Context: an optimization exercise on an open-source flow, tuned for small area and a short achievable clock period. The choices shown serve that exercise and are no tape-out recipe.
No run shown here included a check of the RTL's function; only the layout flow was run.

==> flow/design.v, too long to show whole: its modules and the start of the top module <==
// module quadrature_decoder: 21 lines
// module StepperPositionController: 5800 lines
module StepperPositionController (
    input clk,
    input reset,
    input write,
    input [4:0] address,
    input signed [31:0] writedata,
    input read,
    output signed [31:0] readdata,
    output step,
    output dir,
    input A,
    input B,
    input I,
    output reg enable,
    output reg [1:0] MS,
    input endswitch
  );
  // ...
==> flow/run.sh <==
#!/bin/bash
# synth_recipe.tcl (not shown) runs the flow's synth.tcl, then flattens the netlist and writes it again
# the make line also repeats each setting of config.mk as NAME=value (left out here)
make -C /OpenROAD-flow-scripts/flow DESIGN_CONFIG=/design/flow/config.mk WORK_HOME=/design/flow/orfs CLKGATE_MAP_FILE= SYNTH_SCRIPT=/design/flow/synth_recipe.tcl finish
==> flow/config.mk <==
export PLATFORM = sky130hd
export DESIGN_NAME = StepperPositionController
export DESIGN_NICKNAME = StepperPositionController
export VERILOG_FILES = /design/flow/design.v
export SDC_FILE = /design/flow/constraint.sdc
export NUM_CORES = 4
export LEC_CHECK = 0
export CAP_MARGIN = 20
export CORE_MARGIN = 2
export CORE_UTILIZATION = 40
export SLEW_MARGIN = 20
==> flow/constraint.sdc <==
create_clock -name core_clock -period 100.0 [get_ports {clk}]
set_input_delay 20.0000 -clock core_clock [delete_from_list [all_inputs] [get_ports {clk}]]
set_output_delay 20.0000 -clock core_clock [all_outputs]
set_load 0.01 [all_outputs]
==> results.ini, run 1 <==
[timing]
hold_viol=0
max-slew-margin-rel_pct=14.09
fin_hold_ws_ns=0.3459

[routing]
drc=0
wirelength_um=300100
ant_nets=0

[critical_path]
critPathMaxStageDelay_ns=0.94
path_depth=9
timing.rr.end=res_nz$_DFF_PP0_
startpoint=address[2]
crit_fanout=25

[die]
initial_core_util_pct=40.35
rows=152

[worst_hold_path]
min_from=quad_counter.a_delayed[0]$_DFF_PP0_
hold_depth=0

[clock_tree]
cts_htree_levels=3
clockBufferDepth=3
holdBufCountCts=0

[yosys]
synth_ff_type=dfrtp_1
synthDominantCellAreaShare_pct=22.88
yosys-top-cells-area=dfrtp_1 23%, fa_1 20%, nand2_1 5.2%, a22oi_1 4.8%, mux2_2 4.7%
ys_types=90

[final_layout]
nClkBuffers=95
seq_cells=655
layout_common_cells=949 x nand2_1, 809 x inv_1, 696 x fa_1, 595 x dfrtp_1, 538 x a21oi_1
multi_input_area_um2=47230
nets=8429

[global_routing]
globalRouteMet1Util_pct=44.35
antenna_found_initial=14
use_met2_pct=49.38

[status]
status=finished clean

==> run 2: changes to the inputs <==
--- a/flow/config.mk
+++ b/flow/config.mk
@@ -5,6 +5,7 @@
 export SDC_FILE = /design/flow/constraint.sdc
 export NUM_CORES = 4
 export LEC_CHECK = 0
+export ABC_AREA = 1
 export CAP_MARGIN = 20
 export CORE_MARGIN = 2
 export CORE_UTILIZATION = 40
==> results.ini, run 2 <==
[status]
status=finished clean  ; unchanged

[final_layout]
fin_cells=8712  ; was 9852
fillers=14458  ; was 16.63k
design_area_um2=65930  ; was 74650 µm²
final_common_cell=inv_1  ; was nand2_1
syn2layout_area_growth_pct=9.743  ; was 7.470%
num_antenna_cells=0  ; was 7
fin_util_pct=44.12  ; was 43.37%
nets=7581  ; was 8429
layout_common_cells=1207 x inv_1, 965 x nand2_1, 734 x o22ai_1, 696 x fa_1, 631 x dfrtp_1  ; was 949 x nand2_1, 809 x inv_1, 696 x fa_1, 595 x dfrtp_1, 538 x a21oi_1
drive_gt1_share_pct=5.541  ; was 10.03%

[critical_path]
startpoint=address[3]  ; was address[2]
r2r-start=E[1]$_DFF_PP0_  ; unchanged
rr_worst_depth=97  ; was 86
crit_fanout=28  ; was 25
worstPathArrival_ns=24.17  ; was 24.28 ns
critPathLaunchType=input pin  ; unchanged
regToRegSetupSlack_ns=66.06  ; was 64.56 ns
worstPathRequired_ns=80.00  ; about the same
crit_path_end_kind=primary output  ; unchanged
timing.rr.end=res_nz$_DFF_PP0_  ; unchanged
crit_type=in2out  ; unchanged

[global_routing]
grt_first_pass_wirelength_um=350500  ; was 431100 µm
grt_usage_pct=31.42  ; was 33.44%
grt_max_degree=166  ; was 152
antenna_found_initial=16  ; was 14
grt_overflow_total=0  ; unchanged
grt_pass1_vias=50940  ; was 61.43k

[timing]
rsz0062_at_grt=false  ; unchanged
fin_hold_ws_ns=0.3485  ; was 0.3459 ns
finalSetupViolCount=0  ; unchanged
setup_tns_ns=0  ; unchanged
slew_violations=0  ; unchanged
worst_pin_slew_ns=1.156  ; was 1.284 ns
hold_viol=0  ; unchanged
fin_crit_ns=44.17  ; was 44.28 ns
skew_ns=0.04599  ; was 0.05338 ns
max_freq_mhz=22.64  ; was 22.58 MHz
max-slew-margin-rel_pct=22.91  ; was 14.09%
period_share_pct=44.17  ; was 44.28%

[die]
die_h_um=391.6  ; was 420.7 µm
rows=142  ; was 152
coreArea_um2=149400  ; was 172100 µm²
initial_core_util_pct=40.21  ; was 40.35%
die_w_um=391.6  ; was 420.7 µm
dieArea_um2=153300  ; was 177000 µm²
io_pins=82  ; unchanged

[yosys]
seq_area_frac_synth_pct=27.32  ; was 23.63%
ys_types=52  ; was 90
yosysTopAreaCell=dfrtp_1  ; unchanged
yosysWarnings=2  ; unchanged
async_flop_share_pct=100.0  ; unchanged
synthCells=6751  ; was 7877
synth_commonest_cells=1212 x inv_1, 981 x nand2_1, 734 x o22ai_1, 696 x fa_1, 635 x dfrtp_1  ; was 954 x nand2_1, 812 x inv_1, 696 x fa_1, 635 x dfrtp_1, 618 x clkbuf_1
synthDominantCellAreaShare_pct=26.45  ; was 22.88%
syn_avg_cell_area_um2=8.899  ; was 8.818 µm²
synth_nets=7697  ; was 8823
synth_edf_count=0  ; unchanged
postSynthRegisterBits=655  ; unchanged
synth_ff_type=dfrtp_1  ; unchanged
synth_area_um2=60080  ; was 69460 µm²
yosysMostFrequentCell=inv_1  ; was nand2_1
yosys-top-cells-area=dfrtp_1 26%, fa_1 23%, xor2_1 8.5%, o22ai_1 7.6%, inv_1 7.6%  ; was dfrtp_1 23%, fa_1 20%, nand2_1 5.2%, a22oi_1 4.8%, mux2_2 4.7%

[placed_design]
placedCellCount=8567  ; was 9723
place.gp.congestion=0.9841  ; was 1.008
portBuffers=79  ; unchanged
post_dp_cell_area_um2=62930  ; was 72270 µm²
hpwlAfterDp_um=176600  ; was 217000 µm

[clock_tree]
cts_htree_levels=3  ; unchanged
clockBufferDepth=3  ; unchanged
clock_sinks=655  ; unchanged
root_buffer=clkbuf_16  ; unchanged
cts_setup_buffers=0  ; unchanged
clkTransAtPathRegs_ns=0.06  ; about the same
holdBufCountCts=0  ; unchanged
cts-resized-gates=0  ; unchanged
clk_latency_ns=0.69  ; was 0.70 ns
tritoncts=done  ; unchanged
cts_buffers=80  ; was 67

[worst_hold_path]
min_from=quad_counter.b_delayed[0]$_DFF_PP0_  ; was quad_counter.a_delayed[0]$_DFF_PP0_
hold_depth=0  ; unchanged
min_to=quad_counter.b_delayed[1]$_DFF_PP0_  ; was quad_counter.a_delayed[1]$_DFF_PP0_
hold_path_class=reg2reg  ; unchanged

[routing]
drc=0  ; unchanged
ant_nets=0  ; unchanged
via_per_inst=5.821  ; was 6.474
first_pass_iters=7  ; was 10
via_count=50713  ; was 63.79k
wl_per_cell_um=27.52  ; was 30.46 µm
wirelength_um=239800  ; was 300100 µm
first_iter_violations=5679  ; was 9277

[run]
maxCapViolations=0  ; unchanged

run 2: cell count changes after synthesis, sizes merged, moves of 149 or more:
cell    previous run  this run
xor2              63       586
maj3             186         0
inv              815      1245
mux2             288         1
clkbuf           619       310
a22oi            444        52
o22ai            182       737
nor2b            149         0
a21oi            538        54
run 2: routing by layer:
metal / up-vias / track usage, % / part of all wire (%)
met5: - / 0.09569 / 0.028
met4: 10 / 20.25 / 7.9
met3: 813 / 6.746 / 9.3
met2: 2825 / 48.64 / 45
met1: 25238 / 39.83 / 38
li1: 21827 / - / -
run 2: worst max-delay path: stages:
cell and delay (ns):
clkdlybuf4s50_1 0.52, nor2_1 0.08, nand2_1 0.18, nor2_1 0.11, buf_4 0.19, inv_1 0.27, buf_4 0.48, o22ai_1 0.15
a211oi_1 0.62, nand4_1 0.82, clkdlybuf4s50_1 0.71
run 2: logic make-up after synthesis:
group / count (synthesis) / share of synthesized area [%]
xor+xnor: 652 / 9.518
simple gates: 1294 / 8.635
flops: 655 / 27.32
fa+ha+maj: 901 / 27.46
buf+inv: 1663 / 10.48
compound gates: 1581 / 16.50
mux: 5 / 0.08539
run 2: worst max path at each step:
stage | to | depth (start not counted)
global route | readdata[28] | 11
detailed placement | readdata[12] | 12
floorplan | readdata[6] | 10
CTS | readdata[12] | 12
finish | readdata[28] | 11
global placement | readdata[12] | 12
run 2: cell type report:
type | count | area [µm²] | share of cell area [%]
clock buffers | 105 | 2247 | 3.408
clock inverters | 38 | 678.2 | 1.029
inverters | 1261 | 4752 | 7.208
multi-input cells | 4433 | 37500 | 56.88
flip-flops and latches | 655 | 16420 | 24.91
well taps | 2016 | 2522 | 3.826
repair buffers | 204 | 1807 | 2.740
run 2: per-stage QoR:
stage	setup slack (ns)
finish	55.83
global route	55.80
CTS	56.04
detailed placement	56.05
global placement	56.10
floorplan	58.52
==> run 3: changes to the inputs <==
--- a/flow/config.mk
+++ b/flow/config.mk
@@ -8,5 +8,5 @@
 export ABC_AREA = 1
 export CAP_MARGIN = 20
 export CORE_MARGIN = 2
-export CORE_UTILIZATION = 40
+export CORE_UTILIZATION = 60
 export SLEW_MARGIN = 20
==> results.ini, run 3 <==
[clock_tree]
tritoncts=done  ; unchanged
cts-resized-gates=0  ; unchanged
cts_buffers=77  ; was 80
cts_setup_buffers=0  ; unchanged
cts_htree_levels=3  ; unchanged
clkTransAtPathRegs_ns=0.05  ; was 0.06 ns
root_buffer=clkbuf_16  ; unchanged
clockBufferDepth=3  ; unchanged
holdBufCountCts=0  ; unchanged
clock_sinks=655  ; unchanged
clk_latency_ns=0.65  ; was 0.69 ns

[yosys]
synth_area_um2=60080  ; unchanged
yosysWarnings=2  ; unchanged
synthDominantCellAreaShare_pct=26.45  ; unchanged
yosysMostFrequentCell=inv_1  ; unchanged
seq_area_frac_synth_pct=27.32  ; unchanged
synth_commonest_cells=1212 x inv_1, 981 x nand2_1, 734 x o22ai_1, 696 x fa_1, 635 x dfrtp_1  ; unchanged
synth_edf_count=0  ; unchanged
yosys-top-cells-area=dfrtp_1 26%, fa_1 23%, xor2_1 8.5%, o22ai_1 7.6%, inv_1 7.6%  ; unchanged
synthCells=6751  ; unchanged
async_flop_share_pct=100.0  ; unchanged
postSynthRegisterBits=655  ; unchanged
synth_ff_type=dfrtp_1  ; unchanged
synth_nets=7697  ; unchanged
ys_types=52  ; unchanged
syn_avg_cell_area_um2=8.899  ; unchanged
yosysTopAreaCell=dfrtp_1  ; unchanged

[die]
coreArea_um2=99710  ; was 149400 µm²
rows=116  ; was 142
io_pins=82  ; unchanged
initial_core_util_pct=60.25  ; was 40.21%
dieArea_um2=102700  ; was 153300 µm²
die_w_um=320.4  ; was 391.6 µm
die_h_um=320.4  ; was 391.6 µm

[final_layout]
layout_common_cells=1208 x inv_1, 965 x nand2_1, 734 x o22ai_1, 696 x fa_1, 632 x dfrtp_1  ; was 1207 x inv_1, 965 x nand2_1, 734 x o22ai_1, 696 x fa_1, 631 x dfrtp_1
seqCellArea_um2=16420  ; about the same
fillers=8475  ; was 14.46k
final_common_cell=inv_1  ; unchanged
syn2layout_area_growth_pct=7.914  ; was 9.743%
multi_input_area_um2=37490  ; was 37500 µm²
design_area_um2=64830  ; was 65930 µm²
fin_util_pct=65.02  ; was 44.12%
drive_gt1_share_pct=5.727  ; was 5.541%
fin_cells=8026  ; was 8712
nets=7604  ; was 7581

[timing]
finalSetupViolCount=0  ; unchanged
setup_tns_ns=0  ; unchanged
skew_ns=0.01625  ; was 0.04599 ns
fin_hold_ws_ns=0.3460  ; was 0.3485 ns
worst_pin_slew_ns=1.236  ; was 1.156 ns
max-slew-margin-rel_pct=17.50  ; was 22.91%
fin_ws_ns=55.85  ; was 55.83 ns
fin_crit_ns=44.15  ; was 44.17 ns
period_share_pct=44.15  ; was 44.17%
slew_violations=0  ; unchanged
hold_viol=0  ; unchanged
max_freq_mhz=22.65  ; was 22.64 MHz
rsz0062_at_grt=false  ; unchanged

[global_routing]
grt_first_pass_wirelength_um=357700  ; was 350500 µm
antenna_found_initial=13  ; was 16
grt_pass1_vias=52120  ; was 50.94k
grt_max_degree=163  ; was 166
grt_overflow_total=0  ; unchanged
grt_usage_pct=48.68  ; was 31.42%

[routing]
wl_per_cell_um=31.07  ; was 27.52 µm
first_pass_iters=8  ; was 7
ant_nets=0  ; unchanged
drc=0  ; unchanged
via_count=53524  ; was 50.71k
wirelength_um=249400  ; was 239800 µm
via_per_inst=6.669  ; was 5.821
first_iter_violations=7472  ; was 5679

[critical_path]
crit_fanout=13  ; was 28
cp_num_buf_inv=5  ; unchanged
worstPathArrival_ns=24.15  ; was 24.17 ns
crit_type=in2out  ; unchanged
crit_path_end_kind=primary output  ; unchanged
crit_family=buffers and inverters  ; unchanged
critPathMaxStageDelay_ns=0.70  ; was 0.82 ns
critPathLaunchType=input pin  ; unchanged
worstPathCellList=clkdlybuf4s50_1 > nor2_1 > nand2_1 > nor2_1 > buf_4 > inv_1 > buf_4 > o22ai_1 > a221oi_1 > nand4_1 > clkdlybuf4s50_1  ; was clkdlybuf4s50_1 > nor2_1 > nand2_1 > nor2_1 > buf_4 > inv_1 > buf_4 > o22ai_1 > a211oi_1 > nand4_1 > clkdlybuf4s50_1
worstPathRequired_ns=80.00  ; about the same
cp_slowest_cell=nand4_1  ; unchanged

[run]
maxCapViolations=0  ; unchanged

[placed_design]
hpwlAfterDp_um=179700  ; was 176600 µm
place.gp.congestion=1.018  ; was 0.9841
portBuffers=79  ; unchanged
placedCellCount=7877  ; was 8567
dpl_worst_slack_ns=56.13  ; was 56.05 ns
post_dp_cell_area_um2=62220  ; was 62930 µm²

[worst_hold_path]
hold_path_class=reg2reg  ; unchanged

[status]
status=finished clean  ; unchanged

==> run 3: worst paths after layout <==
kind	start	slack (ns)	depth (start not counted)	endpoint
worst min-delay path	quad_counter.b_delayed[0]$_DFF_PP0_	0.35	0	quad_counter.b_delayed[1]$_DFF_PP0_
worst max-delay path	address[3]	55.85	11	readdata[29]
worst min register to register	quad_counter.b_delayed[0]$_DFF_PP0_	0.35	0	quad_counter.b_delayed[1]$_DFF_PP0_
max in group asynchronous	reset	76.09	6	count[24]$_DFF_PP0_
worst max register to register	E[0]$_DFF_PP0_	65.15	97	res_nz$_DFF_PP0_
min in group asynchronous	reset	19.91	2	quad_counter.b_delayed[0]$_DFF_PP0_
==> run 3: kinds of logic after synthesis <==
family / synth area share (%)
muxes: 0.08539
adders and majority gates: 27.46
DFF: 27.32
AOI/OAI and AO/OA: 16.50
xor gates and xnor gates: 9.518
and+or+nand+nor: 8.635
buffers and inverters: 10.48
==> run 3: worst reg2reg max path, delay by kind of cell (launching register included) <==
kind | cells | cell delay [ns]
buf+inv | 11 | 2.03
fa+ha+maj | 61 | 27.43
flops | 1 | 0.55
xor+xnor | 13 | 2.99
simple gates | 7 | 0.88
compound gates | 5 | 0.85
==> run 3: routing by layer <==
metal	wire, µm	share of wire (%)	track usage (%)	vias to the layer above
met1	90600	36	63.22	26272
li1	-	-	-	21900
met2	100300	40	67.01	4279
met4	17590	7.1	27.98	20
met3	40490	16	21.88	1053
met5	407	0.16	2.080	-
==> run 3: cell type report <==
cell class / instances / area share [%]
well taps: 1298 / 2.505
flip-flops and latches: 655 / 25.33
clock buffers: 118 / 3.503
clock inverters: 25 / 0.4979
diodes: 6 / 0.02316
multi-input cells: 4433 / 57.82
inverters: 1261 / 7.330
repair buffers: 230 / 2.993

re-timing with driven ports:
How much do the figures lean on ideal ports? The routed layouts below were timed once more, with nothing changed but the port constraints.
Step 1 assumes that a clkbuf_16 drives the clock port and a buf_2 every other input.
Step 2 adds t to the input delays and takes it off the output delays; t is the mean of the earliest and latest rising clock arrival at the registers after step 1. Input paths then give back, and output paths get back, about the clock's delay inside the block.
Slacks: ideal / step 1 / step 2; pairs: ideal / step 1.
run | t, ns | slack for setup (ns) | worst slew at a driven data input, ns
run 1 | 0.756 | 55.721 / 55.652 / 55.652 | 0.09
run 2 | 0.748 | 55.827 / 55.793 / 55.793 | 0.16
run 3 | 0.724 | 55.852 / 55.821 / 55.821 | 0.09
After both steps every run listed still meets setup and hold. For run 1, which loses most, drivers alone change the setup slack by -0.069 ns; drivers and shift together by -0.069 ns.
